What follows belongs to an exercise in optimizing a design on an open flow for small area; a production flow would make more cautious choices. Only simulation tests tie the RTL to the original design; equivalence was not proved. No activity file was given, so power comes from the tool's default toggle rates.

File: flow/run.sh
#!/bin/bash
# The standard layout (standard.sh: ORFS from synthesis to the routed
# layout), with these changes:
#  - synthesis is synth_recipe.tcl unchanged except that ORFS's synth.tcl maps
#    the logic with flow/abc.script, an area-oriented ABC script, in place of
#    abc_speed.script; registers are mapped before ABC runs, so they are the
#    standard synthesis's, with the same names and cells;
#  - the port buffers that global placement inserts are sky130_fd_sc_hd__buf_1;
#  - right after global placement (flow/downsize.tcl) every logic cell starts
#    at the smallest drive strength of its function; the resizer's
#    repair_design and repair_timing later in the flow upsize whatever slew,
#    load or timing then calls for;
#  - clock tree synthesis uses clkbuf_8 buffers and inserts no dummy loads;
#  - the floorplan does not split the tie cells (SKIP_REPAIR_TIE_FANOUT).
# Each tool's full output goes to standard.log here.
set -euo pipefail
W=$PWD

sed 's|^source \$::env(SCRIPTS_DIR)/synth_preamble.tcl$|&\nset abc_args [lreplace $abc_args 1 1 '"$W"'/flow/abc.script]|' \
  "$FLOW_HOME/scripts/synth.tcl" > "$W/synth_abc.tcl"
grep -q "flow/abc.script" "$W/synth_abc.tcl"
sed 's|\$::env(SCRIPTS_DIR)/synth.tcl|'"$W"'/synth_abc.tcl|' synth_recipe.tcl > "$W/synth_recipe_abc.tcl"
grep -q "synth_abc.tcl" "$W/synth_recipe_abc.tcl"
sed 's|SYNTH_SCRIPT=[^ ]*synth_recipe.tcl|SYNTH_SCRIPT='"$W"'/synth_recipe_abc.tcl|' standard.sh > "$W/standard_abc.sh"
grep -q "synth_recipe_abc.tcl" "$W/standard_abc.sh"

export BUFFER_PORTS_ARGS="-buffer_cell sky130_fd_sc_hd__buf_1"
export POST_GLOBAL_PLACE_TCL="$W/flow/downsize.tcl"
export CTS_ARGS="-sink_clustering_enable -repair_clock_nets -buf_list sky130_fd_sc_hd__clkbuf_8 -dont_use_dummy_load"
export SKIP_REPAIR_TIE_FANOUT=1
bash "$W/standard_abc.sh" > standard.log 2>&1
File: flow/abc.script
&get -n
&st
&syn3
&dch -f
&nf -R 1000
&put
File: flow/downsize.tcl
set dmap [dict create \
  sky130_fd_sc_hd__a2111o_2 sky130_fd_sc_hd__a2111o_1 \
  sky130_fd_sc_hd__a2111o_4 sky130_fd_sc_hd__a2111o_1 \
  sky130_fd_sc_hd__a2111oi_1 sky130_fd_sc_hd__a2111oi_0 \
  sky130_fd_sc_hd__a2111oi_2 sky130_fd_sc_hd__a2111oi_0 \
  sky130_fd_sc_hd__a2111oi_4 sky130_fd_sc_hd__a2111oi_0 \
  sky130_fd_sc_hd__a211o_2 sky130_fd_sc_hd__a211o_1 \
  sky130_fd_sc_hd__a211o_4 sky130_fd_sc_hd__a211o_1 \
  sky130_fd_sc_hd__a211oi_2 sky130_fd_sc_hd__a211oi_1 \
  sky130_fd_sc_hd__a211oi_4 sky130_fd_sc_hd__a211oi_1 \
  sky130_fd_sc_hd__a21bo_4 sky130_fd_sc_hd__a21bo_1 \
  sky130_fd_sc_hd__a21boi_2 sky130_fd_sc_hd__a21boi_0 \
  sky130_fd_sc_hd__a21boi_4 sky130_fd_sc_hd__a21boi_0 \
  sky130_fd_sc_hd__a21o_2 sky130_fd_sc_hd__a21o_1 \
  sky130_fd_sc_hd__a21o_4 sky130_fd_sc_hd__a21o_1 \
  sky130_fd_sc_hd__a21oi_2 sky130_fd_sc_hd__a21oi_1 \
  sky130_fd_sc_hd__a21oi_4 sky130_fd_sc_hd__a21oi_1 \
  sky130_fd_sc_hd__a221o_2 sky130_fd_sc_hd__a221o_1 \
  sky130_fd_sc_hd__a221o_4 sky130_fd_sc_hd__a221o_1 \
  sky130_fd_sc_hd__a221oi_2 sky130_fd_sc_hd__a221oi_1 \
  sky130_fd_sc_hd__a221oi_4 sky130_fd_sc_hd__a221oi_1 \
  sky130_fd_sc_hd__a22o_2 sky130_fd_sc_hd__a22o_1 \
  sky130_fd_sc_hd__a22o_4 sky130_fd_sc_hd__a22o_1 \
  sky130_fd_sc_hd__a22oi_2 sky130_fd_sc_hd__a22oi_1 \
  sky130_fd_sc_hd__a22oi_4 sky130_fd_sc_hd__a22oi_1 \
  sky130_fd_sc_hd__a2bb2o_2 sky130_fd_sc_hd__a2bb2o_1 \
  sky130_fd_sc_hd__a2bb2o_4 sky130_fd_sc_hd__a2bb2o_1 \
  sky130_fd_sc_hd__a2bb2oi_2 sky130_fd_sc_hd__a2bb2oi_1 \
  sky130_fd_sc_hd__a2bb2oi_4 sky130_fd_sc_hd__a2bb2oi_1 \
  sky130_fd_sc_hd__a311o_2 sky130_fd_sc_hd__a311o_1 \
  sky130_fd_sc_hd__a311o_4 sky130_fd_sc_hd__a311o_1 \
  sky130_fd_sc_hd__a311oi_2 sky130_fd_sc_hd__a311oi_1 \
  sky130_fd_sc_hd__a311oi_4 sky130_fd_sc_hd__a311oi_1 \
  sky130_fd_sc_hd__a31o_4 sky130_fd_sc_hd__a31o_1 \
  sky130_fd_sc_hd__a31oi_2 sky130_fd_sc_hd__a31oi_1 \
  sky130_fd_sc_hd__a31oi_4 sky130_fd_sc_hd__a31oi_1 \
  sky130_fd_sc_hd__a32o_2 sky130_fd_sc_hd__a32o_1 \
  sky130_fd_sc_hd__a32o_4 sky130_fd_sc_hd__a32o_1 \
  sky130_fd_sc_hd__a32oi_2 sky130_fd_sc_hd__a32oi_1 \
  sky130_fd_sc_hd__a32oi_4 sky130_fd_sc_hd__a32oi_1 \
  sky130_fd_sc_hd__a41o_2 sky130_fd_sc_hd__a41o_1 \
  sky130_fd_sc_hd__a41o_4 sky130_fd_sc_hd__a41o_1 \
  sky130_fd_sc_hd__a41oi_2 sky130_fd_sc_hd__a41oi_1 \
  sky130_fd_sc_hd__a41oi_4 sky130_fd_sc_hd__a41oi_1 \
  sky130_fd_sc_hd__and2_2 sky130_fd_sc_hd__and2_0 \
  sky130_fd_sc_hd__and2_4 sky130_fd_sc_hd__and2_0 \
  sky130_fd_sc_hd__and2b_2 sky130_fd_sc_hd__and2b_1 \
  sky130_fd_sc_hd__and2b_4 sky130_fd_sc_hd__and2b_1 \
  sky130_fd_sc_hd__and3_2 sky130_fd_sc_hd__and3_1 \
  sky130_fd_sc_hd__and3_4 sky130_fd_sc_hd__and3_1 \
  sky130_fd_sc_hd__and3b_2 sky130_fd_sc_hd__and3b_1 \
  sky130_fd_sc_hd__and3b_4 sky130_fd_sc_hd__and3b_1 \
  sky130_fd_sc_hd__and4_2 sky130_fd_sc_hd__and4_1 \
  sky130_fd_sc_hd__and4_4 sky130_fd_sc_hd__and4_1 \
  sky130_fd_sc_hd__and4b_2 sky130_fd_sc_hd__and4b_1 \
  sky130_fd_sc_hd__and4b_4 sky130_fd_sc_hd__and4b_1 \
  sky130_fd_sc_hd__and4bb_4 sky130_fd_sc_hd__and4bb_1 \
  sky130_fd_sc_hd__buf_2 sky130_fd_sc_hd__buf_1 \
  sky130_fd_sc_hd__buf_4 sky130_fd_sc_hd__buf_1 \
  sky130_fd_sc_hd__buf_6 sky130_fd_sc_hd__buf_1 \
  sky130_fd_sc_hd__buf_8 sky130_fd_sc_hd__buf_1 \
  sky130_fd_sc_hd__buf_12 sky130_fd_sc_hd__buf_1 \
  sky130_fd_sc_hd__buf_16 sky130_fd_sc_hd__buf_1 \
  sky130_fd_sc_hd__bufbuf_16 sky130_fd_sc_hd__bufbuf_8 \
  sky130_fd_sc_hd__bufinv_16 sky130_fd_sc_hd__bufinv_8 \
  sky130_fd_sc_hd__fa_2 sky130_fd_sc_hd__fa_1 \
  sky130_fd_sc_hd__fa_4 sky130_fd_sc_hd__fa_1 \
  sky130_fd_sc_hd__ha_2 sky130_fd_sc_hd__ha_1 \
  sky130_fd_sc_hd__ha_4 sky130_fd_sc_hd__ha_1 \
  sky130_fd_sc_hd__inv_4 sky130_fd_sc_hd__inv_1 \
  sky130_fd_sc_hd__inv_6 sky130_fd_sc_hd__inv_1 \
  sky130_fd_sc_hd__inv_8 sky130_fd_sc_hd__inv_1 \
  sky130_fd_sc_hd__inv_12 sky130_fd_sc_hd__inv_1 \
  sky130_fd_sc_hd__inv_16 sky130_fd_sc_hd__inv_1 \
  sky130_fd_sc_hd__maj3_2 sky130_fd_sc_hd__maj3_1 \
  sky130_fd_sc_hd__maj3_4 sky130_fd_sc_hd__maj3_1 \
  sky130_fd_sc_hd__mux2_4 sky130_fd_sc_hd__mux2_1 \
  sky130_fd_sc_hd__mux2_8 sky130_fd_sc_hd__mux2_1 \
  sky130_fd_sc_hd__mux2i_2 sky130_fd_sc_hd__mux2i_1 \
  sky130_fd_sc_hd__mux2i_4 sky130_fd_sc_hd__mux2i_1 \
  sky130_fd_sc_hd__mux4_4 sky130_fd_sc_hd__mux4_2 \
  sky130_fd_sc_hd__mux4_1 sky130_fd_sc_hd__mux4_2 \
  sky130_fd_sc_hd__nand2_2 sky130_fd_sc_hd__nand2_1 \
  sky130_fd_sc_hd__nand2_4 sky130_fd_sc_hd__nand2_1 \
  sky130_fd_sc_hd__nand2_8 sky130_fd_sc_hd__nand2_1 \
  sky130_fd_sc_hd__nand2b_2 sky130_fd_sc_hd__nand2b_1 \
  sky130_fd_sc_hd__nand2b_4 sky130_fd_sc_hd__nand2b_1 \
  sky130_fd_sc_hd__nand3_2 sky130_fd_sc_hd__nand3_1 \
  sky130_fd_sc_hd__nand3_4 sky130_fd_sc_hd__nand3_1 \
  sky130_fd_sc_hd__nand3b_2 sky130_fd_sc_hd__nand3b_1 \
  sky130_fd_sc_hd__nand3b_4 sky130_fd_sc_hd__nand3b_1 \
  sky130_fd_sc_hd__nand4_2 sky130_fd_sc_hd__nand4_1 \
  sky130_fd_sc_hd__nand4_4 sky130_fd_sc_hd__nand4_1 \
  sky130_fd_sc_hd__nand4b_2 sky130_fd_sc_hd__nand4b_1 \
  sky130_fd_sc_hd__nand4b_4 sky130_fd_sc_hd__nand4b_1 \
  sky130_fd_sc_hd__nand4bb_2 sky130_fd_sc_hd__nand4bb_1 \
  sky130_fd_sc_hd__nand4bb_4 sky130_fd_sc_hd__nand4bb_1 \
  sky130_fd_sc_hd__nor2_2 sky130_fd_sc_hd__nor2_1 \
  sky130_fd_sc_hd__nor2_4 sky130_fd_sc_hd__nor2_1 \
  sky130_fd_sc_hd__nor2_8 sky130_fd_sc_hd__nor2_1 \
  sky130_fd_sc_hd__nor2b_2 sky130_fd_sc_hd__nor2b_1 \
  sky130_fd_sc_hd__nor2b_4 sky130_fd_sc_hd__nor2b_1 \
  sky130_fd_sc_hd__nor3_2 sky130_fd_sc_hd__nor3_1 \
  sky130_fd_sc_hd__nor3_4 sky130_fd_sc_hd__nor3_1 \
  sky130_fd_sc_hd__nor3b_2 sky130_fd_sc_hd__nor3b_1 \
  sky130_fd_sc_hd__nor3b_4 sky130_fd_sc_hd__nor3b_1 \
  sky130_fd_sc_hd__nor4_2 sky130_fd_sc_hd__nor4_1 \
  sky130_fd_sc_hd__nor4_4 sky130_fd_sc_hd__nor4_1 \
  sky130_fd_sc_hd__nor4b_2 sky130_fd_sc_hd__nor4b_1 \
  sky130_fd_sc_hd__nor4b_4 sky130_fd_sc_hd__nor4b_1 \
  sky130_fd_sc_hd__nor4bb_2 sky130_fd_sc_hd__nor4bb_1 \
  sky130_fd_sc_hd__nor4bb_4 sky130_fd_sc_hd__nor4bb_1 \
  sky130_fd_sc_hd__o2111a_2 sky130_fd_sc_hd__o2111a_1 \
  sky130_fd_sc_hd__o2111a_4 sky130_fd_sc_hd__o2111a_1 \
  sky130_fd_sc_hd__o2111ai_2 sky130_fd_sc_hd__o2111ai_1 \
  sky130_fd_sc_hd__o2111ai_4 sky130_fd_sc_hd__o2111ai_1 \
  sky130_fd_sc_hd__o211a_4 sky130_fd_sc_hd__o211a_1 \
  sky130_fd_sc_hd__o211ai_2 sky130_fd_sc_hd__o211ai_1 \
  sky130_fd_sc_hd__o211ai_4 sky130_fd_sc_hd__o211ai_1 \
  sky130_fd_sc_hd__o21a_2 sky130_fd_sc_hd__o21a_1 \
  sky130_fd_sc_hd__o21a_4 sky130_fd_sc_hd__o21a_1 \
  sky130_fd_sc_hd__o21ai_2 sky130_fd_sc_hd__o21ai_0 \
  sky130_fd_sc_hd__o21ai_4 sky130_fd_sc_hd__o21ai_0 \
  sky130_fd_sc_hd__o21ba_4 sky130_fd_sc_hd__o21ba_1 \
  sky130_fd_sc_hd__o21bai_2 sky130_fd_sc_hd__o21bai_1 \
  sky130_fd_sc_hd__o21bai_4 sky130_fd_sc_hd__o21bai_1 \
  sky130_fd_sc_hd__o221a_4 sky130_fd_sc_hd__o221a_1 \
  sky130_fd_sc_hd__o221ai_2 sky130_fd_sc_hd__o221ai_1 \
  sky130_fd_sc_hd__o221ai_4 sky130_fd_sc_hd__o221ai_1 \
  sky130_fd_sc_hd__o22a_2 sky130_fd_sc_hd__o22a_1 \
  sky130_fd_sc_hd__o22a_4 sky130_fd_sc_hd__o22a_1 \
  sky130_fd_sc_hd__o22ai_2 sky130_fd_sc_hd__o22ai_1 \
  sky130_fd_sc_hd__o22ai_4 sky130_fd_sc_hd__o22ai_1 \
  sky130_fd_sc_hd__o2bb2a_2 sky130_fd_sc_hd__o2bb2a_1 \
  sky130_fd_sc_hd__o2bb2a_4 sky130_fd_sc_hd__o2bb2a_1 \
  sky130_fd_sc_hd__o2bb2ai_2 sky130_fd_sc_hd__o2bb2ai_1 \
  sky130_fd_sc_hd__o2bb2ai_4 sky130_fd_sc_hd__o2bb2ai_1 \
  sky130_fd_sc_hd__o311a_2 sky130_fd_sc_hd__o311a_1 \
  sky130_fd_sc_hd__o311a_4 sky130_fd_sc_hd__o311a_1 \
  sky130_fd_sc_hd__o311ai_2 sky130_fd_sc_hd__o311ai_0 \
  sky130_fd_sc_hd__o311ai_4 sky130_fd_sc_hd__o311ai_0 \
  sky130_fd_sc_hd__o31a_2 sky130_fd_sc_hd__o31a_1 \
  sky130_fd_sc_hd__o31a_4 sky130_fd_sc_hd__o31a_1 \
  sky130_fd_sc_hd__o31ai_2 sky130_fd_sc_hd__o31ai_1 \
  sky130_fd_sc_hd__o31ai_4 sky130_fd_sc_hd__o31ai_1 \
  sky130_fd_sc_hd__o32a_2 sky130_fd_sc_hd__o32a_1 \
  sky130_fd_sc_hd__o32a_4 sky130_fd_sc_hd__o32a_1 \
  sky130_fd_sc_hd__o32ai_2 sky130_fd_sc_hd__o32ai_1 \
  sky130_fd_sc_hd__o32ai_4 sky130_fd_sc_hd__o32ai_1 \
  sky130_fd_sc_hd__o41a_2 sky130_fd_sc_hd__o41a_1 \
  sky130_fd_sc_hd__o41a_4 sky130_fd_sc_hd__o41a_1 \
  sky130_fd_sc_hd__o41ai_2 sky130_fd_sc_hd__o41ai_1 \
  sky130_fd_sc_hd__o41ai_4 sky130_fd_sc_hd__o41ai_1 \
  sky130_fd_sc_hd__or2_4 sky130_fd_sc_hd__or2_0 \
  sky130_fd_sc_hd__or2b_2 sky130_fd_sc_hd__or2b_1 \
  sky130_fd_sc_hd__or2b_4 sky130_fd_sc_hd__or2b_1 \
  sky130_fd_sc_hd__or3_2 sky130_fd_sc_hd__or3_1 \
  sky130_fd_sc_hd__or3_4 sky130_fd_sc_hd__or3_1 \
  sky130_fd_sc_hd__or3b_4 sky130_fd_sc_hd__or3b_1 \
  sky130_fd_sc_hd__or4_2 sky130_fd_sc_hd__or4_1 \
  sky130_fd_sc_hd__or4_4 sky130_fd_sc_hd__or4_1 \
  sky130_fd_sc_hd__or4b_4 sky130_fd_sc_hd__or4b_1 \
  sky130_fd_sc_hd__or4bb_2 sky130_fd_sc_hd__or4bb_1 \
  sky130_fd_sc_hd__or4bb_4 sky130_fd_sc_hd__or4bb_1 \
  sky130_fd_sc_hd__sdlclkp_2 sky130_fd_sc_hd__sdlclkp_1 \
  sky130_fd_sc_hd__sdlclkp_4 sky130_fd_sc_hd__sdlclkp_1 \
  sky130_fd_sc_hd__xnor2_2 sky130_fd_sc_hd__xnor2_1 \
  sky130_fd_sc_hd__xnor2_4 sky130_fd_sc_hd__xnor2_1 \
  sky130_fd_sc_hd__xnor3_2 sky130_fd_sc_hd__xnor3_1 \
  sky130_fd_sc_hd__xnor3_4 sky130_fd_sc_hd__xnor3_1 \
  sky130_fd_sc_hd__xor2_2 sky130_fd_sc_hd__xor2_1 \
  sky130_fd_sc_hd__xor2_4 sky130_fd_sc_hd__xor2_1 \
  sky130_fd_sc_hd__xor3_2 sky130_fd_sc_hd__xor3_1 \
  sky130_fd_sc_hd__xor3_4 sky130_fd_sc_hd__xor3_1 \
]
# Downsize every logic cell to the smallest cell of the same function, and
# make the port buffers the smallest buffer; repair_design and repair_timing
# later in the flow upsize whatever timing, slew or load then calls for.
set n 0
foreach inst [get_cells *] {
  set ref [get_property $inst ref_name]
  set name [get_full_name $inst]
  if {[dict exists $dmap $ref]} {
    replace_cell $name [dict get $dmap $ref]
    incr n
  } elseif {$ref eq "sky130_fd_sc_hd__clkdlybuf4s50_1" && [regexp {^(input|output)[0-9]+$} $name]} {
    replace_cell $name sky130_fd_sc_hd__buf_1
    incr n
  }
}
puts "downsize: replaced $n cells"
File: standard.sh
#!/bin/bash
# synth_recipe.tcl (not shown) runs the flow's synth.tcl, then flattens the netlist and writes it again
# the make line also repeats each setting of config.mk as NAME=value (left out here)
make -C /OpenROAD-flow-scripts/flow DESIGN_CONFIG=/design/flow/config.mk WORK_HOME=/design/flow/orfs CLKGATE_MAP_FILE= SYNTH_SCRIPT=/design/flow/synth_recipe.tcl "${@:-finish}"
File: config.mk
export PLATFORM = sky130hd
export DESIGN_NAME = projeto_vinho_top
export DESIGN_NICKNAME = projeto_vinho_top
export VERILOG_FILES = /design/flow/design.v
export SDC_FILE = /design/flow/constraint.sdc
export NUM_CORES = 4
export LEC_CHECK = 0
export CAP_MARGIN = 0
export CORE_MARGIN = 2
export CORE_UTILIZATION = 40
export CTS_BUF_LIST = sky130_fd_sc_hd__clkbuf_8
export PLACE_DENSITY = 0.6
export SLEW_MARGIN = 0
File: constraint.sdc
create_clock -name core_clock -period 10.0 [get_ports {CLOCK_50}]
set_input_delay 2.0000 -clock core_clock [delete_from_list [all_inputs] [get_ports {CLOCK_50}]]
set_output_delay 2.0000 -clock core_clock [all_outputs]
set_load 0.01 [all_outputs]
File: design.v
module fsm_main (
    input  wire clk,
    input  wire reset,
    input  wire cmd_iniciar,
    input  wire sensor_nivel,
    input  wire alarme_rolha,
    input  wire aprovado,
    input  wire reprovado,
    output wire esteira,
    output wire valvula_ativa,
    output wire vedacao_ativa,
    output wire decrementar_rolha,      
    output wire descarte_ativo,
    output wire garrafa_aprovada,
    output wire posicao_cq
);
    localparam IDLE        = 3'd0;
    localparam ESTEIRA     = 3'd1;
    localparam ENCHENDO    = 3'd3;
    localparam VEDANDO     = 3'd2;
    localparam POSICAO_CQ  = 3'd7;
    localparam DESCARTANDO = 3'd4;
    localparam APROVADO    = 3'd5;
    reg [2:0] estado;
    reg [9:0] r;
    wire fim      = (r == 10'b1001000111);
    wire primeiro = (r == 10'd0);
    wire temporizado = (estado == ESTEIRA) | (estado == VEDANDO) |
                       (estado == DESCARTANDO) | (estado == APROVADO);
    always @(posedge clk or posedge reset) begin
        if (reset) begin
            estado <= IDLE;
        end else begin
            case (estado)
                IDLE:        if (cmd_iniciar) estado <= ESTEIRA;
                ESTEIRA:     if (fim) estado <= ENCHENDO;
                ENCHENDO:    if (alarme_rolha) estado <= IDLE;
                             else if (sensor_nivel) estado <= VEDANDO;
                VEDANDO:     if (fim) estado <= POSICAO_CQ;
                POSICAO_CQ:  if (reprovado & ~aprovado) estado <= DESCARTANDO;
                             else if (aprovado & ~reprovado) estado <= APROVADO;
                DESCARTANDO: if (fim) estado <= ESTEIRA;
                APROVADO:    if (fim) estado <= ESTEIRA;
                default:     estado <= IDLE;
            endcase
        end
    end
    always @(posedge clk)
        if (temporizado & ~fim)
            r <= {~r[8:0], r[9] ^ r[6]};
        else
            r <= 10'd0;
    assign esteira           = (estado == ESTEIRA) & ~primeiro;
    assign valvula_ativa     = (estado == ENCHENDO);
    assign vedacao_ativa     = (estado == VEDANDO);
    assign decrementar_rolha = (estado == VEDANDO) & primeiro;
    assign posicao_cq        = (estado == POSICAO_CQ);
    assign descarte_ativo    = (estado == DESCARTANDO);
    assign garrafa_aprovada  = (estado == APROVADO);
endmodule
module contador_rolhas (
    input  wire clk,
    input  wire reset,
    input  wire decrementar,            
    input  wire sw_adicionar_manual,    
    output reg  dispensador_ativo,
    output reg  alarme_rolha_vazia,
    output reg  [4:0] dezena,
    output reg  [4:0] unidade
);
    reg [9:0] r;
    reg       gasto;
    wire [4:0] u = unidade;
    wire [4:0] d = dezena;
    wire u0  = ~u[4] & ~u[0];
    wire u1  = ~u[1] &  u[0];
    wire u5  =  u[4] &  u[0];
    wire u9  =  u[4] & ~u[3];
    wire d0  = ~d[4] & ~d[0];
    wire d9  =  d[4] & ~d[3];
    wire c0  = d0 & u0;
    wire c1  = d0 & u1;
    wire c5  = d0 & u5;
    wire c99 = d9 & u9;
    wire fim   = (r == 10'b1001000111);
    wire repor = gasto & r[4];
    wire soma = ~repor & sw_adicionar_manual & ~c99;
    wire sub  = ~repor & ~soma & decrementar & ~c0;
    wire [4:0] u_mais  = {u[3:0], ~u[4]};
    wire [4:0] u_menos = {~u[0], u[4:1]};
    wire [4:0] u_prox  = (soma | sub) ? (soma ? u_mais : u_menos) : (u ^ {5{repor}});
    wire d_mais1 = (soma & u9) | (repor & ~u[4]);
    wire d_mais2 = repor & u[4];
    wire d_menos = sub & u0;
    wire d_fica  = ~(d_mais1 | d_mais2 | d_menos);
    wire [4:0] d_prox = ({5{d_fica}}  & d) |
                        ({5{d_mais1}} & {d[3:0], ~d[4]}) |
                        ({5{d_mais2}} & {1'b0, d[1], d[0], 2'b11}) |
                        ({5{d_menos}} & {~d[0], d[4:1]});
    always @(posedge clk or posedge reset) begin
        if (reset) begin
            dispensador_ativo  <= 1'b0;
            gasto              <= 1'b0;
            alarme_rolha_vazia <= 1'b0;
            dezena             <= 5'b00011;      
            unidade            <= 5'b00000;
        end else begin
            if (dispensador_ativo & fim) begin
                dispensador_ativo <= 1'b0;
                gasto             <= 1'b1;
            end else if (c5 & ~gasto) begin
                dispensador_ativo <= 1'b1;
            end
            unidade <= u_prox;
            dezena  <= d_prox;
            alarme_rolha_vazia <= c0 | (c1 & decrementar);
        end
    end
    always @(posedge clk)
        if (dispensador_ativo)
            r <= {~r[8:0], r[9] ^ r[6]};
        else
            r <= 10'd0;
endmodule
module contador_duzias_v2 (
    input  wire clk,
    input  wire reset,
    input  wire incrementar,
    output reg  [3:0] contador_valor    
);
    reg [3:0] doze;                      
    reg       incrementar_prev;
    wire pulso_subida = incrementar & ~incrementar_prev;
    wire doze_fim     = doze[3] & doze[1] & doze[0];                  
    wire valor_fim    = contador_valor[3] & contador_valor[1];        
    always @(posedge clk or posedge reset) begin
        if (reset) begin
            contador_valor   <= 4'd0;
            doze             <= 4'd0;
            incrementar_prev <= 1'b0;
        end else begin
            incrementar_prev <= incrementar;
            if (pulso_subida) begin
                if (doze_fim) begin
                    doze <= 4'd0;
                    contador_valor <= valor_fim ? 4'd0 : contador_valor + 4'd1;
                end else begin
                    doze <= doze + 4'd1;
                end
            end
        end
    end
endmodule
module debounce #(
    parameter PULSO_RESET = 1
) (
    input  wire clk,
    input  wire reset,
    input  wire button_in,
    output reg  pulse_out
);
    reg       button_sync_0;
    reg       button_sync_1;
    reg       button_stable_n;         
    reg       button_stable_prev_n;    
    reg [4:0] r;
    wire differ = ~(button_sync_1 ^ button_stable_n);
    wire fim    = r[2] & r[1] & r[0];
    always @(posedge clk or posedge reset) begin
        if (reset) begin
            button_sync_0      <= 1'b1;
            button_sync_1      <= 1'b1;
            button_stable_n      <= 1'b0;
            r                  <= 5'b00000;
        end else begin
            button_sync_0      <= button_in;
            button_sync_1      <= button_sync_0;
            if (differ & fim)
                button_stable_n <= ~button_sync_1;
            if (differ & ~fim)
                r <= {~r[3:0], r[4] ^ r[1]};
            else
                r <= 5'b00000;
        end
    end
    always @(posedge clk)
        button_stable_prev_n <= button_stable_n;
    generate
        if (PULSO_RESET) begin : pulso_com_reset
            always @(posedge clk or posedge reset)
                if (reset) pulse_out <= 1'b0;
                else       pulse_out <= ~button_stable_prev_n & button_stable_n;
        end else begin : pulso_sem_reset
            always @(posedge clk)
                pulse_out <= ~button_stable_prev_n & button_stable_n;
        end
    endgenerate
endmodule
module decodificador_display (
    input  wire [4:0] j,
    output wire [6:0] hex
);
    wire d0 = ~j[4] & ~j[0];
    wire d1 = ~j[1] &  j[0];
    wire d2 = ~j[2] &  j[1];
    wire d3 = ~j[3] &  j[2];
    wire d4 = ~j[4] &  j[3];
    wire d5 =  j[4] &  j[0];
    wire d6 =  j[4] & ~j[0] & j[1];
    wire d7 = ~j[1] &  j[2];
    wire d8 = ~j[2] &  j[3];
    wire d9 = ~j[3] &  j[4];
    assign hex[0] = d1 | d4;
    assign hex[1] = j[4] & j[1];                        
    assign hex[2] = d2;
    assign hex[3] = d1 | d4 | d7;
    assign hex[4] = d1 | d3 | d4 | d5 | d7 | d9;
    assign hex[5] = (j[0] & ~j[3]) | d7;                
    assign hex[6] = ~j[1] & (~j[4] | j[2]);             
endmodule
module projeto_vinho_top (
    input  wire       CLOCK_50,
    input  wire       KEY0,        
    input  wire       KEY1,        
    input  wire [7:0] SW,
    output wire [9:0] LEDR,
    output wire [6:0] HEX0,
    output wire [6:0] HEX1,
    output wire [6:0] HEX2,
    output wire [6:0] HEX3
);
    wire clk   = CLOCK_50;
    wire reset = ~KEY1;
    wire sensor_nivel, aprovado_cq, reprovado_cq, sw_adicionar_rolha, pulso_start;
    debounce #(.PULSO_RESET(0)) debounce_sensor   (.clk(clk), .reset(reset), .button_in(SW[1]), .pulse_out(sensor_nivel));
    debounce #(.PULSO_RESET(0)) debounce_apro_cq  (.clk(clk), .reset(reset), .button_in(SW[2]), .pulse_out(aprovado_cq));
    debounce #(.PULSO_RESET(0)) debounce_repro_cq (.clk(clk), .reset(reset), .button_in(SW[3]), .pulse_out(reprovado_cq));
    debounce debounce_add_rolha(.clk(clk), .reset(reset), .button_in(SW[7]), .pulse_out(sw_adicionar_rolha));
    debounce debounce_start    (.clk(clk), .reset(reset), .button_in(KEY0),  .pulse_out(pulso_start));
    wire alarme_rolha_vazia, dispensador_ativo;
    wire motor_ativo, valvula_ativa, vedacao_ativa, decrementar_rolha;
    wire descarte_ativo, garrafa_aprovada, posicao_cq;
    fsm_main fsm_main_inst (
        .clk(clk),
        .reset(reset),
        .cmd_iniciar(~KEY0),
        .sensor_nivel(sensor_nivel),
        .alarme_rolha(alarme_rolha_vazia),
        .aprovado(aprovado_cq),
        .reprovado(reprovado_cq),
        .esteira(motor_ativo),
        .valvula_ativa(valvula_ativa),
        .vedacao_ativa(vedacao_ativa),
        .decrementar_rolha(decrementar_rolha),
        .descarte_ativo(descarte_ativo),
        .garrafa_aprovada(garrafa_aprovada),
        .posicao_cq(posicao_cq)
    );
    wire [4:0] rolhas_dezena, rolhas_unidade;
    contador_rolhas contador_rolhas_inst (
        .clk(clk),
        .reset(reset),
        .decrementar(decrementar_rolha),
        .sw_adicionar_manual(sw_adicionar_rolha),
        .dispensador_ativo(dispensador_ativo),
        .alarme_rolha_vazia(alarme_rolha_vazia),
        .dezena(rolhas_dezena),
        .unidade(rolhas_unidade)
    );
    wire reset_duzias = reset | pulso_start;
    wire [3:0] duzias;
    contador_duzias_v2 contador_duzias_inst (
        .clk(clk),
        .reset(reset_duzias),
        .incrementar(garrafa_aprovada),
        .contador_valor(duzias)
    );
    assign LEDR = {motor_ativo, valvula_ativa, vedacao_ativa, descarte_ativo,
                   dispensador_ativo, posicao_cq, 3'b000, alarme_rolha_vazia};
    decodificador_display dec_rolhas_u (.j(rolhas_unidade), .hex(HEX0));
    decodificador_display dec_rolhas_d (.j(rolhas_dezena),  .hex(HEX1));
    wire duzias_dez = duzias[3] & duzias[1];
    reg  [6:0] hex2;
    always @(*) begin
        case (duzias)
            4'd0:  hex2 = 7'b1000000;
            4'd1:  hex2 = 7'b1111001;
            4'd2:  hex2 = 7'b0100100;
            4'd3:  hex2 = 7'b0110000;
            4'd4:  hex2 = 7'b0011001;
            4'd5:  hex2 = 7'b0010010;
            4'd6:  hex2 = 7'b0000010;
            4'd7:  hex2 = 7'b1111000;
            4'd8:  hex2 = 7'b0000000;
            4'd9:  hex2 = 7'b0010000;
            4'd10: hex2 = 7'b1000000;
            4'd11: hex2 = 7'b0110000;
            4'd12: hex2 = 7'b0011001;
            4'd13: hex2 = 7'b0010010;
            4'd14: hex2 = 7'b0000010;
            default: hex2 = 7'b1111000;
        endcase
    end
    assign HEX2 = hex2;
    assign HEX3 = duzias_dez ? 7'b1111001 : 7'b1000000;
endmodule
==> results of run 1 <==
cell families (layout without fill, tap and decap cells):
group / count (synthesis) / count (layout) / synth area share (%)
compound gates: 55 / 55 / 9.15
fa+ha+maj: 11 / 11 / 3.61
flops: 95 / 95 / 59.1
buf+inv: 33 / 65 / 5.12
xor+xnor: 16 / 16 / 3.67
mux: 2 / 2 / 0.558
simple gates: 154 / 154 / 18.6
other cells: 2 / 2 / 0.197
path summary, 6_finish.rpt:
check | depth (start not counted) | endpoint | slack (ps) | from
hold reg to reg | 0 | debounce_repro_cq.button_sync_1 | 360 | debounce_repro_cq.button_sync_0
min in group asynchronous | 1 | contador_duzias_inst.doze[0] | 440 | debounce_start.pulse_out
hold / removal | 0 | debounce_repro_cq.button_sync_1 | 360 | debounce_repro_cq.button_sync_0
max in group asynchronous | 4 | contador_duzias_inst.incrementar_prev | 6910 | KEY1
setup reg to reg | 7 | contador_rolhas_inst.dezena[4] | 6840 | contador_rolhas_inst.dezena[4]
setup / recovery | 5 | HEX0[4] | 6310 | contador_rolhas_inst.unidade[1]
layer usage:
| metal | track usage (%) | routed length (um) | up-vias |
|---|---|---|---|
| met5 | 0 | 0 | - |
| met4 | 3.74 | 69 | 0 |
| met3 | 4.69 | 292 | 7 |
| met2 | 19.2 | 2650 | 46 |
| met1 | 18.5 | 3040 | 1182 |
| li1 | - | - | 1276 |
state kept, by name, summed over array words and instances (netlist names), 3 cells and up:
name,count
fsm_main_inst.estado,3
debounce_add_rolha.r,5
contador_rolhas_inst.unidade,5
debounce_repro_cq.r,5
contador_rolhas_inst.dezena,5
fsm_main_inst.r,10
contador_duzias_inst.doze,4
debounce_start.r,5
contador_rolhas_inst.r,10
debounce_apro_cq.r,5
debounce_sensor.r,5
contador_duzias_inst.contador_valor,4
power by group:
group	leakage (nW)	total (mW)	internal, mW	switching, mW
clock network	0.0647	0.189	0.0808	0.108
registers	1.06	0.657	0.538	0.118
logic	0.647	0.368	0.157	0.211
worst reg2reg max path, cell delays in order, from the launching register on:
cell      delay, ps
dfrtp_1         520
clkinv_1        210
o311ai_1        300
buf_1           420
nand4_1         440
nor3_1          660
nor3_1          160
a221o_1         330
area by class of cell:
| cell class | instances | area (sq um) |
|---|---|---|
| Timing Repair Buffer | 42 | 176 |
| Sequential cell | 95 | 2250 |
| Tap cell | 129 | 161 |
| Clock buffer | 9 | 124 |
| Inverter | 14 | 52.6 |
| Fill cell | 920 | 5110 |
| Multi-Input combinational cell | 240 | 1370 |
cells in the final DEF (no fill, tap or decap), drive strengths merged, types with 5 or more instances in the layout:
cell type and count:
o21ai 17, nor2 56, o22ai 5, ha 11, clkbuf 10, nand2 41, xnor2 12, nand2b 5
buf 41, nand3 6, nor2b 17, dfstp 12, dfrtp 55, clkinv 14, and2 7, dfxtp 28
a31oi 5, nor3 7, a21oi 11
==> flow_summary.json, run 1 <==
{
  "drc": 0,
  "post_cts_buffers": 0,
  "place_area_sq_mm": 0.00401,
  "cpMostUsedCell": "a31oi_1",
  "grt_max_degree": 40,
  "die_w_um": 102,
  "coreArea_sq_mm": 0.00924,
  "num_antenna_cells": 0,
  "ys_seq_area_share_pct": 59.1,
  "finalSetupTns_ps": 0,
  "cts_root_buf": "clkbuf_8",
  "critPathBufInv": 1,
  "setup_violations": 0,
  "synthArstFlopShare_pct": 70.5,
  "htree_levels": 3,
  "grtUsageTotal_pct": 13.2,
  "fmax_ghz": 0.271,
  "worstPathRequired_ps": 8000,
  "numCtsBuffers": 9,
  "post_cts_resized": 0,
  "ys_types": 41,
  "clockBufferDepth": 2,
  "ant_nets": 0,
  "dp_hpwl_um": 4370,
  "die_area_sq_mm": 0.0103,
  "rsz0062_at_grt": "no",
  "cts.sinks": 95,
  "max-cap-violations": 0,
  "synth_enable_flop_cells": 0,
  "wl_per_cell_um": 11.4,
  "critical_path.endpoint_type": "output pin",
  "crit_fanout": 9,
  "max_slew_margin_pct": 48.2,
  "finalCriticalPeriod_ps": 3690,
  "syn_inst": 368,
  "grt_first_pass_wirelength_um": 10600,
  "critical_path_class": "flip-flop to output pin",
  "synth_commonest_cells": "nor2_1, dfrtp_1, nand2_1",
  "ir_drop_uv": 142,
  "hp-class": "flip-flop to flip-flop",
  "cts_tree": "done",
  "whs_ps": 358,
  "yosysTopAreaCellShare_pct": 36.1,
  "synth_most_common_cell": "nor2_1",
  "final_area_sq_mm": 0.00413,
  "syn_avg_cell_area_sq_um": 10.4,
  "initial_utilization_pct": 41.3,
  "min_period_over_period_pct": 36.9,
  "status": "complete, no violations",
  "num_rows": 35,
  "vias": 2511,
  "cts_hold_buf": 0,
  "fin_ws_ps": 6310,
  "ys.flop_type": "dfrtp_1",
  "crit_arrival_ps": 1690,
  "grt_overflow": 0,
  "vias_per_cell": 4.75,
  "start_kind": "flip-flop",
  "slowest_stage": "dfrtp_1",
  "finalClockSkew_ps": 14.9,
  "drive_gt1_share_pct": 6.00,
  "layout.nets": 424,
  "yosysWarnings": 6,
  "synthTopCellsByArea": "dfrtp_1, dfxtp_1, dfstp_2, nor2_1, nand2_1",
  "worst_pin_slew_ps": 776,
  "pre_cts_ws_ps": 6430,
  "drt_first_pass_iters": 4,
  "path_cells": "nand2b_1 -> a31oi_1 -> nor2_1 -> a31oi_1 -> buf_1",
  "leakagePower_nw": 1.77,
  "routed_wl_um": 6050,
  "io_buffers": 38,
  "die_y_um": 102,
  "pin_count": 49,
  "insertion_delay_ps": 340,
  "ys_ff_latch": 95,
  "post-place-cells": 520,
  "slew_viol_final": 0,
  "clk_pin_slew_worst_paths_ps": 80,
  "finalPower_mw": 1.21,
  "final_hold_viol_count": 0,
  "drtIter0Drc": 144,
  "post-route-util_pct": 44.7,
  "cp_slowest_stage_delay_ps": 500,
  "critical-path-top-delay-family": "flip-flops",
  "fin_cells": 529,
  "area_delta_synth_final_pct": 8.37,
  "first_global_vias": 2325,
  "p_per_area_mw_per_mm2": 294,
  "syn-num-nets": 390,
  "synth_area_sq_mm": 0.00381,
  "yosys.area.top_type": "dfrtp_1",
  "antenna_found_initial": 0
}
==> run 2: changes to the inputs <==
--- a/design.v
+++ b/design.v
@@ -127,14 +127,16 @@
     input  wire reset,
     input  wire incrementar,
-    output reg  [3:0] contador_valor    
+    output reg  [4:0] unidade,
+    output reg        dezena
 );
     reg [3:0] doze;                      
     reg       incrementar_prev;
     wire pulso_subida = incrementar & ~incrementar_prev;
-    wire doze_fim     = doze[3] & doze[1] & doze[0];                  
-    wire valor_fim    = contador_valor[3] & contador_valor[1];        
+    wire doze_fim     = doze[3] & doze[1] & doze[0];         
+    wire unid9        = unidade[4] & ~unidade[3];
     always @(posedge clk or posedge reset) begin
         if (reset) begin
-            contador_valor   <= 4'd0;
+            unidade          <= 5'd0;
+            dezena           <= 1'b0;
             doze             <= 4'd0;
             incrementar_prev <= 1'b0;
@@ -144,5 +146,12 @@
                 if (doze_fim) begin
                     doze <= 4'd0;
-                    contador_valor <= valor_fim ? 4'd0 : contador_valor + 4'd1;
+                    if (dezena) begin
+                        dezena <= 1'b0;
+                    end else if (unid9) begin
+                        dezena  <= 1'b1;
+                        unidade <= 5'd0;
+                    end else begin
+                        unidade <= {unidade[3:0], ~unidade[4]};
+                    end
                 end else begin
                     doze <= doze + 4'd1;
@@ -269,10 +278,12 @@
     );
     wire reset_duzias = reset | pulso_start;
-    wire [3:0] duzias;
+    wire [4:0] duzias_unidade;
+    wire       duzias_dezena;
     contador_duzias_v2 contador_duzias_inst (
         .clk(clk),
         .reset(reset_duzias),
         .incrementar(garrafa_aprovada),
-        .contador_valor(duzias)
+        .unidade(duzias_unidade),
+        .dezena(duzias_dezena)
     );
     assign LEDR = {motor_ativo, valvula_ativa, vedacao_ativa, descarte_ativo,
@@ -280,27 +291,5 @@
     decodificador_display dec_rolhas_u (.j(rolhas_unidade), .hex(HEX0));
     decodificador_display dec_rolhas_d (.j(rolhas_dezena),  .hex(HEX1));
-    wire duzias_dez = duzias[3] & duzias[1];
-    reg  [6:0] hex2;
-    always @(*) begin
-        case (duzias)
-            4'd0:  hex2 = 7'b1000000;
-            4'd1:  hex2 = 7'b1111001;
-            4'd2:  hex2 = 7'b0100100;
-            4'd3:  hex2 = 7'b0110000;
-            4'd4:  hex2 = 7'b0011001;
-            4'd5:  hex2 = 7'b0010010;
-            4'd6:  hex2 = 7'b0000010;
-            4'd7:  hex2 = 7'b1111000;
-            4'd8:  hex2 = 7'b0000000;
-            4'd9:  hex2 = 7'b0010000;
-            4'd10: hex2 = 7'b1000000;
-            4'd11: hex2 = 7'b0110000;
-            4'd12: hex2 = 7'b0011001;
-            4'd13: hex2 = 7'b0010010;
-            4'd14: hex2 = 7'b0000010;
-            default: hex2 = 7'b1111000;
-        endcase
-    end
-    assign HEX2 = hex2;
-    assign HEX3 = duzias_dez ? 7'b1111001 : 7'b1000000;
+    decodificador_display dec_duzias_u (.j(duzias_unidade), .hex(HEX2));
+    assign HEX3 = duzias_dezena ? 7'b1111001 : 7'b1000000;
 endmodule
==> flow/abc.script (replaced) <==
&get -n
&st
&syn3
&put
dch -f
amap
strash
dch -f
amap
==> flow_summary.json, run 2 <==
{
  "pre_cts_ws_ps": 6600,
  "initial_utilization_pct": 40.9,
  "dp_hpwl_um": 4520,
  "antenna_found_initial": 0,
  "wl_per_cell_um": 12.2,
  "numCtsBuffers": 9,
  "whs_ps": 329,
  "syn-num-nets": 394,
  "post_cts_buffers": 0,
  "yosys.area.top_type": "dfrtp_1",
  "finalCriticalPeriod_ps": 3750,
  "first_global_vias": 2353,
  "path_cells": "clkinv_1 -> nor2_1 -> a2111oi_0 -> o21ai_0 -> buf_1",
  "syn_avg_cell_area_sq_um": 9.87,
  "ir_drop_uv": 137,
  "post_cts_resized": 0,
  "drtIter0Drc": 130,
  "drt_first_pass_iters": 5,
  "cts_hold_buf": 0,
  "hp-class": "flip-flop to flip-flop",
  "syn_inst": 379,
  "layout_commonest_cell": "nor2_1",
  "max_slew_margin_pct": 31.6,
  "ant_nets": 0,
  "top_regs": "contador_rolhas_inst.r (10), fsm_main_inst.r (10)",
  "worstPathRequired_ps": 8000,
  "max-cap-violations": 0,
  "area_delta_synth_final_pct": 7.53,
  "grt_overflow": 0,
  "rsz0062_at_grt": "no",
  "die_w_um": 101,
  "status": "complete, no violations",
  "io_buffers": 38,
  "htree_levels": 3,
  "critical_path.endpoint_type": "output pin",
  "insertion_delay_ps": 350,
  "clk_pin_slew_worst_paths_ps": 90,
  "p_per_area_mw_per_mm2": 263,
  "synthTopCellsByArea": "dfrtp_1, dfxtp_1, nor2_1, dfstp_2, clkinv_1",
  "place_area_sq_mm": 0.00390,
  "synth_commonest_cells": "nor2_1, dfrtp_1, clkinv_1",
  "critPathBufInv": 2,
  "fin_ws_ps": 6250,
  "final_area_sq_mm": 0.00402,
  "slew_viol_final": 0,
  "cts_root_buf": "clkbuf_8",
  "min_period_over_period_pct": 37.5,
  "drc": 0,
  "grt_first_pass_wirelength_um": 10700,
  "clockBufferDepth": 2,
  "leakagePower_nw": 1.67,
  "worst_pin_slew_ps": 1010,
  "grtUsageTotal_pct": 13.2,
  "setup_violations": 0,
  "final_hold_viol_count": 0,
  "fmax_ghz": 0.267,
  "yosysTopAreaCellShare_pct": 38.1,
  "synthArstFlopShare_pct": 71.1,
  "critical_path_class": "flip-flop to output pin",
  "yosysWarnings": 5,
  "die_y_um": 101,
  "crit_arrival_ps": 1750,
  "vias_per_cell": 5.12,
  "cp_slowest_stage_delay_ps": 480,
  "ys_ff_latch": 97,
  "routed_wl_um": 6330,
  "drive_gt1_share_pct": 5.88,
  "num_antenna_cells": 0,
  "final_cell_mix": "nor2_1, dfrtp_1, clkinv_1",
  "start_kind": "flip-flop",
  "synth_most_common_cell": "nor2_1",
  "finalClockSkew_ps": 33.9,
  "slowest_stage": "dfrtp_1",
  "num_rows": 35,
  "vias": 2657,
  "coreArea_sq_mm": 0.00915,
  "die_area_sq_mm": 0.0101,
  "critical-path-top-delay-family": "compound AO/OA/AOI/OAI gates",
  "synth_area_sq_mm": 0.00374,
  "cts.sinks": 97,
  "synth_enable_flop_cells": 0,
  "layout.nets": 425,
  "crit_fanout": 9,
  "grt_max_degree": 41,
  "pin_count": 49,
  "ys_seq_area_share_pct": 61.6,
  "ys_types": 34,
  "ys.flop_type": "dfrtp_1",
  "cts_tree": "done",
  "finalSetupTns_ps": 0
}
-- run 2: changes by cell type after synthesis, moves of 12 or more --
cell | previous run | this run
clkinv_1 | 14 | 44
nor2_1 | 56 | 86
nand2_1 | 41 | 14
o22ai_1 | 5 | 22
nor2b_1 | 17 | 1
a21oi_1 | 11 | 24
xnor2_1 | 12 | 0
-- run 2: final cells by class --
cell class                      count  area [sq um]
Clock buffer                        9           124
Fill cell                         865          5130
Timing Repair Buffer               40           169
Inverter                           44           165
Tap cell                          111           139
Sequential cell                    97          2300
Multi-Input combinational cell    218          1120
-- run 2: per-stage QoR --
step	power [mW]	util, %	instances
after detailed placement	0.875	42.6	510
after global routing	1.14	43.9	519
after floorplan	0.796	-	379
after global placement	0.864	42.4	509
final	1.06	43.9	519
after CTS	1.07	43.9	519
-- run 2: cell families (layout without fill, tap and decap cells) --
logic type / Yosys count / in the layout / share of synthesized area [%]
AO/OA/AOI/OAI: 83 / 83 / 14.1
AND/OR/NAND/NOR: 129 / 129 / 14.4
flip-flops: 97 / 97 / 61.6
buffers and inverters: 64 / 93 / 8.43
adder cells (fa/ha/maj): 4 / 4 / 1.34
other: 2 / 2 / 0.201
-- run 2: path summary, 6_finish.rpt --
check                      slack (ps)  depth (start not counted)                             end                       startpoint
setup / recovery                 6250                          5                         HEX0[4]  contador_rolhas_inst.unidade[4]
hold / removal                    330                          0   debounce_sensor.button_sync_1    debounce_sensor.button_sync_0
setup reg to reg                 6770                         13  contador_rolhas_inst.dezena[2]  contador_rolhas_inst.unidade[4]
hold reg to reg                   330                          0   debounce_sensor.button_sync_1    debounce_sensor.button_sync_0
max in group asynchronous        7410                          2    contador_duzias_inst.doze[1]                             KEY1
min in group asynchronous         500                          1    contador_duzias_inst.doze[3]         debounce_start.pulse_out
-- run 2: where the power goes --
group / leakage, nW / internal (mW) / switching (mW) / total [mW]
Sequential: 1.07 / 0.517 / 0.0769 / 0.594
Clock: 0.0647 / 0.0809 / 0.110 / 0.191
Combinational: 0.532 / 0.104 / 0.167 / 0.272
Total: 1.67 / 0.702 / 0.355 / 1.06
-- run 2: per-layer routing --
metal	global-route usage, %	vias to the layer above	part of all wire [%]	routed length [um]
met5	0	-	0	0
met4	5.90	0	1.7	105
met3	3.33	11	4.4	276
met2	18.9	48	43	2730
met1	18.8	1254	51	3220
li1	-	1344	-	-
==> run 3: changes to the inputs <==
--- a/design.v
+++ b/design.v
@@ -15,11 +15,11 @@
     output wire posicao_cq
 );
-    localparam IDLE        = 3'd0;
-    localparam ESTEIRA     = 3'd1;
-    localparam ENCHENDO    = 3'd3;
-    localparam VEDANDO     = 3'd2;
-    localparam POSICAO_CQ  = 3'd7;
+    localparam IDLE        = 3'd1;
+    localparam ESTEIRA     = 3'd3;
+    localparam ENCHENDO    = 3'd7;
+    localparam VEDANDO     = 3'd0;
+    localparam POSICAO_CQ  = 3'd2;
     localparam DESCARTANDO = 3'd4;
-    localparam APROVADO    = 3'd5;
+    localparam APROVADO    = 3'd6;
     reg [2:0] estado;
     reg [9:0] r;
==> flow_summary.json, run 3 <==
{
  "num_rows": 35,
  "cts_tree": "done",
  "critical_path_class": "flip-flop to output pin",
  "busiest_layer": "met2",
  "leakagePower_nw": 1.64,
  "drc": 0,
  "ant_nets": 0,
  "multi_input_area_sq_mm": 0.00111,
  "wl_per_cell_um": 11.9,
  "drt_first_pass_iters": 4,
  "grtUsageTotal_pct": 12.8,
  "yosys.area.top_type": "dfrtp_1",
  "final_hold_viol_count": 0,
  "numCtsBuffers": 9,
  "syn_inst": 371,
  "worst_pin_slew_ps": 1090,
  "coreArea_sq_mm": 0.00911,
  "fin_cells": 511,
  "post_cts_buffers": 0,
  "routed_wl_um": 6090,
  "gr-usage-met1_pct": 18.0,
  "clockBufferDepth": 2,
  "cts_hold_buf": 0,
  "grt_max_degree": 41,
  "grt_overflow": 0,
  "io_buffers": 38,
  "post_cts_resized": 0,
  "grt_first_pass_wirelength_um": 10300,
  "slew_viol_final": 0,
  "crit_fanout": 9,
  "synth_enable_flop_cells": 0,
  "layout_commonest_cell": "nor2_1",
  "worstHoldPathCells": 0,
  "clk_pin_slew_worst_paths_ps": 90,
  "syn-num-nets": 386,
  "antenna_found_initial": 0,
  "min_period_over_period_pct": 37.4,
  "worstPathRequired_ps": 8000,
  "max-cap-violations": 0,
  "finalPower_mw": 1.06,
  "yosysWarnings": 5,
  "max_slew_margin_pct": 26.9,
  "crit_arrival_ps": 1740,
  "vias_per_cell": 5.05,
  "place_area_sq_mm": 0.00387,
  "finalSetupTns_ps": 0,
  "final_area_sq_mm": 0.00400,
  "synth_commonest_cells": "nor2_1, dfrtp_1, clkinv_1",
  "cts.sinks": 97,
  "ys.flop_type": "dfrtp_1",
  "grt_use_met2_pct": 18.6,
  "ir_drop_uv": 134,
  "die_w_um": 100,
  "ys_ff_latch": 97,
  "synth_area_sq_mm": 0.00371,
  "layout.nets": 417,
  "synthArstFlopShare_pct": 71.1,
  "vias": 2582,
  "setup_violations": 0,
  "final_cell_mix": "nor2_1, dfrtp_1, clkinv_1",
  "fmax_ghz": 0.267,
  "critical_path.endpoint_type": "output pin",
  "synth_most_common_cell": "nor2_1",
  "die_area_sq_mm": 0.0101,
  "finalCriticalPeriod_ps": 3740,
  "yosysTopAreaCellShare_pct": 37.7,
  "htree_levels": 3,
  "r2r_cells": 13,
  "num_antenna_cells": 0,
  "met3_usage_pct": 4.32,
  "hp-class": "flip-flop to flip-flop",
  "drtIter0Drc": 113,
  "first_global_vias": 2267,
  "die_y_um": 100,
  "post-place-cells": 502,
  "ys_seq_area_share_pct": 62.0,
  "top_regs": "contador_rolhas_inst.r (10), fsm_main_inst.r (10)",
  "rsz0062_at_grt": "no",
  "pin_count": 49,
  "area_delta_synth_final_pct": 7.58,
  "whs_ps": 359,
  "start_kind": "flip-flop",
  "insertion_delay_ps": 350,
  "initial_utilization_pct": 40.8,
  "dp_hpwl_um": 4370,
  "cts_root_buf": "clkbuf_8",
  "seqCellArea_sq_mm": 0.00230,
  "syn_avg_cell_area_sq_um": 10.0,
  "p_per_area_mw_per_mm2": 264,
  "ys_types": 36,
  "synthTopCellsByArea": "dfrtp_1, dfxtp_1, dfstp_2, nor2_1, o22ai_1",
  "drive_gt1_share_pct": 6.25,
  "status": "complete, no violations",
  "finalClockSkew_ps": 27.2,
  "nFillCells": 882
}
## run 3: per-stage QoR
stage | utilization [%] | worst slack (ps)
6_report | 43.9 | 6260
5_1_grt | 43.9 | 6130
4_1_cts | 43.9 | 6230
3_5_place_dp | 42.5 | 6550
3_3_place_gp | 42.3 | 6400
2_1_floorplan | - | 6820
## run 3: cell families after synthesis
kind of cell	synth area share, %
AO/OA/AOI/OAI	14.4
adder cells (fa/ha/maj)	1.35
buffers and inverters	7.98
other	0.202
AND/OR/NAND/NOR	14.0
flip-flops	62.0
## run 3: power by group
part / internal [mW] / switching, mW / leakage, nW / total [mW]
combinational: 0.104 / 0.169 / 0.492 / 0.272
sequential: 0.517 / 0.0764 / 1.08 / 0.593
clock: 0.0809 / 0.110 / 0.0647 / 0.190
total: 0.701 / 0.355 / 1.64 / 1.06
## run 3: critical path: stages, from the launching register on
cell and delay, ps:
dfrtp_1 490, clkinv_1 150, nor2_1 60, a2111oi_0 400, o21ai_0 160, buf_1 160
## run 3: final timing paths
check                                                 from                                     to  slack (ps)
max in group asynchronous                             KEY1  contador_duzias_inst.incrementar_prev        7050
min in group asynchronous         debounce_start.pulse_out        contador_duzias_inst.unidade[0]         500
min                          debounce_sensor.button_sync_0          debounce_sensor.button_sync_1         360
min reg2reg                  debounce_sensor.button_sync_0          debounce_sensor.button_sync_1         360
max                        contador_rolhas_inst.unidade[4]                                HEX0[4]        6260
max reg2reg                contador_rolhas_inst.unidade[4]         contador_rolhas_inst.dezena[2]        7030
## run 3: cell type report
| class | count | area share, % |
|---|---|---|
| timing repair buffer | 40 | 4.23 |
| inverter | 39 | 3.66 |
| clock buffer | 9 | 3.10 |
| multi-input combinational | 215 | 27.9 |
| sequential | 97 | 57.6 |
| tap | 111 | 3.48 |
## run 3: per-layer routing
metal	vias up	part of all wire (%)
met5	-	0
met1	1227	51
met3	2	4.6
li1	1308	-
met2	45	44
met4	0	0.46

[separate check: timing with driven ports]
Ports are ideal in the flow. The routed layouts listed here were re-timed in OpenROAD.
Step 1, drivers: a clkbuf_16 drives CLOCK_50 and a buf_2 each remaining input, both assumed.
Step 2 times the ports against the registers' clock, not the clock port: input delays grow and output delays shrink by t, the midpoint of the rising clock arrivals with the driver on.
a / b / c = no drivers / after step 1 / after step 2; a / b = the first two.
| run | t, ns | setup WS [ns] | worst hold slack (ns) |
|---|---|---|---|
| run 1 | 0.365 | 6.308 / 6.277 / 6.555 | 0.358 / 0.358 / 0.358 |
| run 2 | 0.366 | 6.248 / 6.217 / 6.583 | 0.329 / 0.329 / 0.329 |
| run 3 | 0.365 | 6.259 / 6.230 / 6.595 | 0.359 / 0.359 / 0.359 |
After both steps setup and hold are still met in every run listed. Setup slack includes reset recovery checks.
